This is an optimization exercise on Yosys and OpenROAD, whose aim is small area, a short achievable clock period and few clock cycles, not a production implementation. RTL that was checked went through simulation tests only; none was proved equivalent to the original. No activity file was given, so power comes from the tool's default toggle rates.

==> module systolic_4x4, before the edit <==
module systolic_4x4 (
    input logic go,
    input logic clk,
    input logic reset,
    output logic done,
    output logic [4:0] t0_addr0,
    input logic [31:0] t0_read_data,
    output logic [4:0] t1_addr0,
    input logic [31:0] t1_read_data,
    output logic [4:0] t2_addr0,
    input logic [31:0] t2_read_data,
    output logic [4:0] t3_addr0,
    input logic [31:0] t3_read_data,
    output logic [4:0] l0_addr0,
    input logic [31:0] l0_read_data,
    output logic [4:0] l1_addr0,
    input logic [31:0] l1_read_data,
    output logic [4:0] l2_addr0,
    input logic [31:0] l2_read_data,
    output logic [4:0] l3_addr0,
    input logic [31:0] l3_read_data,
    output logic [4:0] out_mem_addr0,
    output logic [4:0] out_mem_addr1,
    output logic [31:0] out_mem_write_data,
    output logic out_mem_write_en
);
  localparam int LAT = 2;
  localparam int D = 1;
  localparam int LAST = 67 + D + LAT;
  logic [6:0] cnt;
  logic [3:0] l_addr;
  logic [3:0] t_addr [4];
  logic [1:0] row;           
  logic [31:0] lr [4+D-1];
  logic [31:0] lr3 [4];      
  logic [9:0] t_s1 [4];
  logic [9:0] t_s2 [4];
  logic [9:0] t_s3 [4];
  logic [9:0] t_s4 [4];
  logic [9:0] t_neg [4];
  logic [1:0] t_e [4];
  logic [3:0] first;
  logic [31:0] acc_s [4];    
  logic [31:0] acc_c [4];
  logic [31:0] ns [4];
  logic [31:0] nc [4];
  logic [3:0] fin;           
  logic [1:0] wr_row;
  logic [1:0] wr_col;
  logic [31:0] wr_data;
  logic wr_en;
  logic done_r;
  always_ff @(posedge clk) begin
    if (reset) begin
      cnt <= '0;
      l_addr <= '0;
      row <= '0;
      for (int j = 0; j < 4; j++) t_addr[j] <= 4'(-(j + D - 1));
      first <= '0;
      fin <= '0;
      wr_en <= 1'b0;
      done_r <= 1'b0;
    end else if (go) begin
      if (cnt != LAST) cnt <= cnt + 7'd1;
      l_addr <= l_addr + 4'd1;
      if (l_addr == 4'd15) row <= row + 2'd1;
      for (int j = 0; j < 4; j++) t_addr[j] <= t_addr[j] + 4'd1;
      for (int j = 0; j < 4; j++)
        first[j] <= (t_addr[j] == 4'(LAT - 1)) && (cnt >= 7'(j + D + LAT - 2)) && (cnt <= 7'(j + D + LAT + 46));
      for (int j = 0; j < 4; j++)
        fin[j] <= (t_addr[j] == 4'(LAT - 1)) && (cnt >= 7'(j + D + LAT + 14)) && (cnt <= 7'(j + D + LAT + 62));
      wr_en <= |fin;
      done_r <= (cnt == 7'(LAST - 1));
    end
  end
  function automatic [9:0] booth_sel(input logic [31:0] b, input int k);
    logic [2:0] v;
    logic x3;
    for (int r = 0; r < 10; r++) begin
      v = 3'({1'b0, b[3*r+1], 1'b0}) + 3'(b[3*r]) + 3'((r > 0) ? b[3*r-1] : 1'b0);
      x3 = b[3*r+2];
      booth_sel[r] = x3 ? (3'(4 - k) == v) : (3'(k) == v);
    end
  endfunction
  function automatic [9:0] booth_neg(input logic [31:0] b);
    for (int r = 0; r < 10; r++) booth_neg[r] = b[3*r+2];
  endfunction
  logic [31:0] td [4];
  assign td[0] = t0_read_data;
  assign td[1] = t1_read_data;
  assign td[2] = t2_read_data;
  assign td[3] = t3_read_data;
  logic [31:0] ld;
  assign ld = (row == 2'd0) ? l0_read_data :
              (row == 2'd1) ? l1_read_data :
              (row == 2'd2) ? l2_read_data : l3_read_data;
  always_ff @(posedge clk) begin
    logic [1:0] sel;
    lr[0] <= ld;
    lr3[0] <= ld + {ld[30:0], 1'b0};
    for (int j = 1; j < 4; j++) begin
      lr[j] <= lr[j-1];
      lr3[j] <= lr3[j-1];
    end
    for (int j = 0; j < 4; j++) begin
      t_s1[j] <= booth_sel(td[j], 1);
      t_s2[j] <= booth_sel(td[j], 2);
      t_s3[j] <= booth_sel(td[j], 3);
      t_s4[j] <= booth_sel(td[j], 4);
      t_neg[j] <= booth_neg(td[j]);
      t_e[j] <= {td[j][31] ^ (td[j][30] & td[j][29]), td[j][30] ^ td[j][29]};
    end
    for (int j = 0; j < 4; j++) begin
      acc_s[j] <= ns[j];
      acc_c[j] <= nc[j];
    end
    sel = fin[1] ? 2'd1 : fin[2] ? 2'd2 : fin[3] ? 2'd3 : 2'd0;
    wr_data <= acc_s[sel] + acc_c[sel];
    wr_col <= sel;
    wr_row <= 2'((cnt - 7'(sel) - 7'(D + LAT)) >> 4);
  end
  for (genvar j = 0; j < 4; j++) begin : g_mac
    mac32 u_mac (
        .clk(clk),
        .a(lr[j]), .a3(lr3[j]), .bs1(t_s1[j]), .bs2(t_s2[j]), .bs3(t_s3[j]), .bs4(t_s4[j]),
        .bneg(t_neg[j]), .be(t_e[j]),
        .si(first[j] ? 32'd0 : acc_s[j]), .ci(first[j] ? 32'd0 : acc_c[j]),
        .so(ns[j]), .co(nc[j]));
  end
  assign done = done_r;
  assign out_mem_write_en = wr_en;
  assign out_mem_write_data = wr_data;
  assign out_mem_addr0 = {3'd0, wr_row};
  assign out_mem_addr1 = {3'd0, wr_col};
  assign l0_addr0 = {1'b0, l_addr};
  assign l1_addr0 = {1'b0, l_addr};
  assign l2_addr0 = {1'b0, l_addr};
  assign l3_addr0 = {1'b0, l_addr};
  assign t0_addr0 = {1'b0, t_addr[0]};
  assign t1_addr0 = {1'b0, t_addr[1]};
  assign t2_addr0 = {1'b0, t_addr[2]};
  assign t3_addr0 = {1'b0, t_addr[3]};
endmodule
clock: 10.0 ns
lec_check: 0
abc_area: 1
cap_margin: 20
core_margin: 2
core_utilization: 50
cts_cluster_diameter: 100
cts_cluster_size: 20
place_density: 0.6
slew_margin: 20
standard.sh (not shown) runs the stock make flow with config.mk's settings and CLKGATE_MAP_FILE= SYNTH_SCRIPT=/design/flow/synth_recipe.tcl, a recipe that flattens the netlist after the stock synthesis.
==> flow/flow/run.sh <==
#!/bin/bash
# The standard layout, with timing repair aiming for a setup slack of
# MARGIN ns at the design's clock period (so the repair works on paths the
# 10 ns constraint alone would leave untouched), and the port buffers made
# with buf_2 cells.
set -euo pipefail
MARGIN=6.9
bash standard.sh SETUP_SLACK_MARGIN=$MARGIN \
  "BUFFER_PORTS_ARGS=-buffer_cell sky130_fd_sc_hd__buf_2" finish > standard_finish.log 2>&1
Then changed:
--- a/flow/design.v
+++ b/flow/design.v
@@ -24,16 +24,16 @@
     output logic [31:0] out_mem_write_data,
     output logic out_mem_write_en
 );
   localparam int LAT = 2;
-  localparam int D = 1;
+  localparam int D = 2;
   localparam int LAST = 67 + D + LAT;
   logic [6:0] cnt;
   logic [3:0] l_addr;
   logic [3:0] t_addr [4];
   logic [1:0] row;           
   logic [31:0] lr [4+D-1];
-  logic [31:0] lr3 [4];      
+  logic [31:0] lr3 [1:4];    
   logic [9:0] t_s1 [4];
   logic [9:0] t_s2 [4];
   logic [9:0] t_s3 [4];
   logic [9:0] t_s4 [4];
@@ -96,13 +96,11 @@
               (row == 2'd2) ? l2_read_data : l3_read_data;
   always_ff @(posedge clk) begin
     logic [1:0] sel;
     lr[0] <= ld;
-    lr3[0] <= ld + {ld[30:0], 1'b0};
-    for (int j = 1; j < 4; j++) begin
-      lr[j] <= lr[j-1];
-      lr3[j] <= lr3[j-1];
-    end
+    for (int j = 1; j < 5; j++) lr[j] <= lr[j-1];
+    lr3[1] <= lr[0] + {lr[0][30:0], 1'b0};
+    for (int j = 2; j < 5; j++) lr3[j] <= lr3[j-1];
     for (int j = 0; j < 4; j++) begin
       t_s1[j] <= booth_sel(td[j], 1);
       t_s2[j] <= booth_sel(td[j], 2);
       t_s3[j] <= booth_sel(td[j], 3);
@@ -121,9 +119,9 @@
   end
   for (genvar j = 0; j < 4; j++) begin : g_mac
     mac32 u_mac (
         .clk(clk),
-        .a(lr[j]), .a3(lr3[j]), .bs1(t_s1[j]), .bs2(t_s2[j]), .bs3(t_s3[j]), .bs4(t_s4[j]),
+        .a(lr[j+1]), .a3(lr3[j+1]), .bs1(t_s1[j]), .bs2(t_s2[j]), .bs3(t_s3[j]), .bs4(t_s4[j]),
         .bneg(t_neg[j]), .be(t_e[j]),
         .si(first[j] ? 32'd0 : acc_s[j]), .ci(first[j] ? 32'd0 : acc_c[j]),
         .so(ns[j]), .co(nc[j]));
   end
- sequential share of layout area rose by 1.4 points
- clock power came out higher by a few percent
- area after synthesis is higher slightly
- sequential power went up slightly
- global-route usage goes down by 2.2 points
- setup slack gets better by 0.031 ns
- count of clock-buffer cells in the layout falls by 1
Testbench counts after the change, summed over its fixed seeds: cycles 3,456.
For the first run of this note, only the layout was checked, not whether the RTL still works.

[separate check: timing with driven ports]
The flow's constraints put no driver on any port. The routed layouts listed below were extracted and timed again, unchanged, in two steps. Step 1: set_driving_cell puts a clkbuf_16 on clk and a buf_2 on each other input, an assumption about the parent block. Step 2 times the ports against the registers' clock, not the clock port: input delays grow and output delays shrink by t, the midpoint of the rising clock arrivals with the driver on. Slacks: ideal ports / drivers / drivers and shift; pairs: ideal ports / drivers.
run	t (ns)	slack for setup (ns)	hold WS [ns]	worst setup path after step 2	worst register clock-pin slew, ns
the first run	0.793	6.622 / 6.540 / 5.886	0.341 / 0.341 / 0.341	input to register	0.09 / 0.09
the second run	0.813	6.653 / 6.566 / 6.317	0.361 / 0.361 / 0.361	input to register	0.10 / 0.10
After both steps every run listed still meets setup and hold. For the first run, which loses most, drivers alone change the setup slack by -0.082 ns; drivers and shift together by -0.736 ns.
